Background: an optimization exercise with open tools, aiming at small area, a short achievable clock period and few clock cycles per item. Do not read the settings as production practice. The RTL was checked by simulation tests, not by an equivalence proof against the original design. Power figures rest on the tool's default switching activity, not on a simulated workload.

== the previous run ==
==> flow/design.v <==
module SHA256 (
    input wire start, rst, clk, data_valid,
    input wire [7:0] in,
    output wire [255:0] result,
    output wire done
);
    localparam [255:0] H0 = { 32'h6a09e667, 32'hbb67ae85, 32'h3c6ef372, 32'ha54ff53a,
                              32'h510e527f, 32'h9b05688c, 32'h1f83d9ab, 32'h5be0cd19 };
    localparam [2047:0] KT = {
        32'hc67178f2, 32'hbef9a3f7, 32'ha4506ceb, 32'h90befffa,
        32'h8cc70208, 32'h84c87814, 32'h78a5636f, 32'h748f82ee,
        32'h682e6ff3, 32'h5b9cca4f, 32'h4ed8aa4a, 32'h391c0cb3,
        32'h34b0bcb5, 32'h2748774c, 32'h1e376c08, 32'h19a4c116,
        32'h106aa070, 32'hf40e3585, 32'hd6990624, 32'hd192e819,
        32'hc76c51a3, 32'hc24b8b70, 32'ha81a664b, 32'ha2bfe8a1,
        32'h92722c85, 32'h81c2c92e, 32'h766a0abb, 32'h650a7354,
        32'h53380d13, 32'h4d2c6dfc, 32'h2e1b2138, 32'h27b70a85,
        32'h14292967, 32'h06ca6351, 32'hd5a79147, 32'hc6e00bf3,
        32'hbf597fc7, 32'hb00327c8, 32'ha831c66d, 32'h983e5152,
        32'h76f988da, 32'h5cb0a9dc, 32'h4a7484aa, 32'h2de92c6f,
        32'h240ca1cc, 32'h0fc19dc6, 32'hefbe4786, 32'he49b69c1,
        32'hc19bf174, 32'h9bdc06a7, 32'h80deb1fe, 32'h72be5d74,
        32'h550c7dc3, 32'h243185be, 32'h12835b01, 32'hd807aa98,
        32'hab1c5ed5, 32'h923f82a4, 32'h59f111f1, 32'h3956c25b,
        32'he9b5dba5, 32'hb5c0fbcf, 32'h71374491, 32'h428a2f98
    };
    function [31:0] bsig0(input [31:0] x);
        bsig0 = {x[1:0], x[31:2]} ^ {x[12:0], x[31:13]} ^ {x[21:0], x[31:22]};
    endfunction
    function [31:0] bsig1(input [31:0] x);
        bsig1 = {x[5:0], x[31:6]} ^ {x[10:0], x[31:11]} ^ {x[24:0], x[31:25]};
    endfunction
    function [31:0] ssig0(input [31:0] x);
        ssig0 = {x[6:0], x[31:7]} ^ {x[17:0], x[31:18]} ^ {3'b000, x[31:3]};
    endfunction
    function [31:0] ssig1(input [31:0] x);
        ssig1 = {x[16:0], x[31:17]} ^ {x[18:0], x[31:19]} ^ {10'b0, x[31:10]};
    endfunction
    function [63:0] csa(input [31:0] x, input [31:0] y, input [31:0] z);
        csa = { ((x & y) | (z & (x | y))) << 1, x ^ y ^ z };
    endfunction
    reg        run;       
    reg        rx;        
    reg  [6:0] cnt;       
    reg  [6:0] len;       
    reg        blk;       
    reg  [5:0] t1;        
    reg [13:0] tsel;      
    reg        s1stop;    
    reg        lastf;     
    reg        v2, v3;    
    reg        cons;      
    reg  [5:0] k2, k3;    
    reg        finp;      
    reg        done_r;
    reg        go_d;      
    wire idle    = ~run;
    wire go      = idle & start;
    wire ended   = ~rx;
    wire two     = rx | (len >= 7'd56);
    wire s3last  = v3 & (k3 == 6'd63);         
    wire s1_ok   = ~s1stop | (s3last & ~lastf);
    wire avail   = t1[5] | t1[4] | blk | ended | (cnt[6:2] > {1'b0, t1[3:0]});
    wire s1go    = run & ~go_d & s1_ok & avail;
    always @(posedge clk) begin
        if (rst) begin
            run <= 1'b0; rx <= 1'b0; go_d <= 1'b0; v2 <= 1'b0; v3 <= 1'b0; cons <= 1'b0;
            finp <= 1'b0; done_r <= 1'b0;
        end else begin
            go_d   <= go;
            v2     <= s1go;
            v3     <= v2;
            cons   <= v2 & s1go;
            finp   <= s3last;
            done_r <= finp & lastf;
            if (go) begin
                run <= 1'b1; rx <= 1'b1;
            end else begin
                if (done_r) run <= 1'b0;
                if (~data_valid) rx <= 1'b0;
            end
        end
    end
    always @(posedge clk) begin
        k2 <= t1;
        k3 <= k2;
        if (go_d) begin
            cnt <= 7'd1; len <= 7'd0; blk <= 1'b0; t1 <= 6'd0; s1stop <= 1'b0;
        end else begin
            if (rx) begin
                cnt <= cnt + 7'd1;
                len <= cnt;
            end
            if (s1go & (t1 == 6'd63)) s1stop <= 1'b1;
            else if (s3last & ~lastf) s1stop <= 1'b0;
            if (s1go) begin
                t1 <= t1 + 6'd1;
                tsel <= {tsel[12:0], 1'b0};
                if (t1 == 6'd63) begin
                    lastf <= blk | ~two;
                    if (~blk & two) begin
                        blk <= 1'b1;
                        tsel <= 14'd1;
                    end
                end
            end
        end
    end
    reg [7:0] dl [0:49];
    integer i;
    always @(posedge clk) begin
        dl[0] <= in;
        for (i = 1; i <= 49; i = i + 1) dl[i] <= dl[i-1];
    end
    reg [7:0] r0, r1, r2, r3;
    integer j;
    always @(*) begin
        if (blk) begin
            r0 = 8'd0; r1 = 8'd0; r2 = 8'd0; r3 = 8'd0;
            for (j = 0; j < 14; j = j + 1) begin
                r0 = r0 | ({8{tsel[j]}} & dl[49-3*j]);
                r1 = r1 | ({8{tsel[j]}} & dl[48-3*j]);
                r2 = r2 | ({8{tsel[j]}} & dl[47-3*j]);
                r3 = r3 | ({8{tsel[j]}} & dl[46-3*j]);
            end
        end else begin
            r0 = ~ended ? dl[3] : (len[1:0] == 2'd1) ? dl[1] : (len[1:0] == 2'd2) ? dl[2] : dl[3];
            r1 = (ended & (len[1:0] == 2'd2)) ? dl[1] : dl[2];
            r2 = dl[1];
            r3 = dl[0];
        end
    end
    wire [6:0] pos0 = {blk, t1[3:0], 2'd0};
    function [7:0] padb(input [7:0] d, input [6:0] pos, input [6:0] n, input e);
        padb = (~e | pos < n) ? d : (pos == n) ? 8'h80 : 8'h00;
    endfunction
    wire [31:0] mword = (t1[3:0] == 4'd15 && (blk | ~two)) ? {22'd0, len, 3'd0} :
                        { padb(r0, pos0, len, ended), padb(r1, pos0 | 7'd1, len, ended),
                          padb(r2, pos0 | 7'd2, len, ended), padb(r3, pos0 | 7'd3, len, ended) };
    reg [31:0] w [0:15];
    reg  [31:0] wy;
    wire [63:0] wy1 = csa(w[10], ssig0(w[2]), w[1]);
    always @(posedge clk) wy <= wy1[31:0] + wy1[63:32];
    wire [31:0] wsched = ssig1(w[14]) + wy;
    wire [31:0] wnew = (t1[5] | t1[4]) ? wsched : mword;
    always @(posedge clk) begin
        if (s1go) begin
            for (i = 0; i < 15; i = i + 1) w[i] <= w[i+1];
            w[15] <= wnew;
        end
    end
    reg [31:0] a, b, c, d, e, f, g, h;
    reg [31:0] P;
    reg [31:0] ha [0:3];
    reg [31:0] he [0:3];
    wire [31:0] hsel = cons ? g : finp ? he[2] : h;
    wire [63:0] pk = csa(hsel, KT[{k2, 5'd0} +: 32], w[15]);
    always @(posedge clk) P <= pk[31:0] + pk[63:32];
    wire [31:0] ch  = (e & f) ^ (~e & g);
    wire [31:0] mj  = (a & b) | (c & (a | b));
    wire [31:0] s1e = bsig1(e);
    wire [63:0] a1  = csa(P, ch, mj);
    wire [63:0] a2  = csa(a1[31:0], a1[63:32], s1e);
    wire [63:0] a3  = csa(a2[31:0], a2[63:32], bsig0(a));
    wire [31:0] an  = a3[31:0] + a3[63:32];
    wire [63:0] e1  = csa(P, ch, d);
    wire [63:0] e2  = csa(e1[31:0], e1[63:32], s1e);
    wire [31:0] en  = e2[31:0] + e2[63:32];
    wire hstep = (v3 & (k3[5:2] == 4'd15) & (k3[1:0] != 2'd0)) | finp;
    wire [31:0] suma = a + ha[3];
    wire [31:0] sume = e + he[3];
    always @(posedge clk) begin
        if (go_d) begin
            {ha[0], ha[1], ha[2], ha[3], he[0], he[1], he[2], he[3]} <= H0;
        end else if (hstep) begin
            ha[0] <= suma; ha[1] <= ha[0]; ha[2] <= ha[1]; ha[3] <= ha[2];
            he[0] <= sume; he[1] <= he[0]; he[2] <= he[1]; he[3] <= he[2];
        end
    end
    always @(posedge clk) begin
        if (go_d) begin
            {a, b, c, d, e, f, g, h} <= H0;
        end else if (v3) begin
            a <= an; b <= a; c <= b; d <= c;
            e <= en; f <= e; g <= f; h <= g;
        end else if (finp) begin
            a <= suma; b <= ha[0]; c <= ha[1]; d <= ha[2];
            e <= sume; f <= he[0]; g <= he[1]; h <= he[2];
        end
    end
    assign result = {ha[0], ha[1], ha[2], ha[3], he[0], he[1], he[2], he[3]};
    assign done = done_r;
endmodule
Settings: LEC_CHECK=0, ABC_AREA=1, CAP_MARGIN=20, CORE_MARGIN=2, CORE_UTILIZATION=60, CTS_CLUSTER_DIAMETER=50, CTS_CLUSTER_SIZE=20, SETUP_SLACK_MARGIN=5, SLEW_MARGIN=20, TNS_END_PERCENT=10; clock period 11.0 ns.
standard.sh (not shown) runs the stock make flow with config.mk's settings and CLKGATE_MAP_FILE= SYNTH_SCRIPT=/design/flow/synth_recipe.tcl, a recipe that flattens the netlist after the stock synthesis.
==> flow/flow/run.sh <==
#!/bin/bash
# The standard layout (the standard.sh, ORFS synthesis to finish) with two
# changes to how it is made:
#  - ADDER_MAP_FILE is emptied, so synthesis does not extract full/half adder
#    cells and ABC maps the adder logic with the rest (the registers are the
#    same as the standard synthesis's);
set -euo pipefail
bash standard.sh ADDER_MAP_FILE= SETUP_SLACK_MARGIN=7.5 finish > orfs_flow.log 2>&1
Testbench counts of the previous run, summed over its fixed seeds: cycles 45,877, messages 320.
Inputs modified between the previous run and the current run:
# the previous run
export LEC_CHECK = 0
export ABC_AREA = 1
export CAP_MARGIN = 20
export CORE_MARGIN = 2
export CORE_UTILIZATION = 60
export CTS_CLUSTER_DIAMETER = 50
export CTS_CLUSTER_SIZE = 20
export SETUP_SLACK_MARGIN = 5
export SLEW_MARGIN = 20
export TNS_END_PERCENT = 10
create_clock -name core_clock -period 11.0 [get_ports {clk}]
# the current run
export LEC_CHECK = 0
export ABC_AREA = 1
export CAP_MARGIN = 20
export CORE_MARGIN = 2
export CORE_UTILIZATION = 60
export CTS_CLUSTER_DIAMETER = 50
export CTS_CLUSTER_SIZE = 20
export SETUP_SLACK_MARGIN = 5
export SLEW_MARGIN = 20
create_clock -name core_clock -period 11.0 [get_ports {clk}]
diff --git a/flow/flow/run.sh b/flow/flow/run.sh
--- a/flow/flow/run.sh
+++ b/flow/flow/run.sh
@@ -7,2 +7,2 @@
 set -euo pipefail
-bash standard.sh ADDER_MAP_FILE= SETUP_SLACK_MARGIN=7.5 finish > orfs_flow.log 2>&1
+bash standard.sh ADDER_MAP_FILE= SETUP_SLACK_MARGIN=7 finish > orfs_flow.log 2>&1
### Flow results
Side by side, via count turned out lower in the current run than in the previous run.
The current run vs. the previous run: clock tree skew after final layout flat; non-clock buffer count went down; required time of the critical path has remained practically unchanged.
The core of the current run is less densely filled than that of the previous run.
The current run: area growth from synthesis to layout 3.4 points below the previous run
The previous run has higher worst setup slack than the current run.
On multi-input combinational area share: the current run sits below the previous run.
Count of antenna diodes in the layout for the current run: 5 down relative to the previous run
Looking at power across the previous run and the current run, the one that comes out lower is the current run.

static timing again, ports no longer ideal:
Ports are ideal in the flow. The routed layouts listed here were re-timed in OpenROAD.
Step 1 assumes that a clkbuf_16 drives the clock port and a buf_2 every other input.
Step 2 also shifts input and output timing later by t, the mid clock arrival at the registers, as if the neighbouring blocks saw the same clock.
Slacks: ideal / step 1 / step 2; pairs: ideal / step 1.
run	t, ns	setup WS [ns]	worst slew at a driven data input, ns
the previous run	0.885	7.313 / 7.230 / 7.385	0.04
the current run	0.877	7.015 / 6.926 / 7.112	0.07
After both steps every run listed still meets setup and hold.
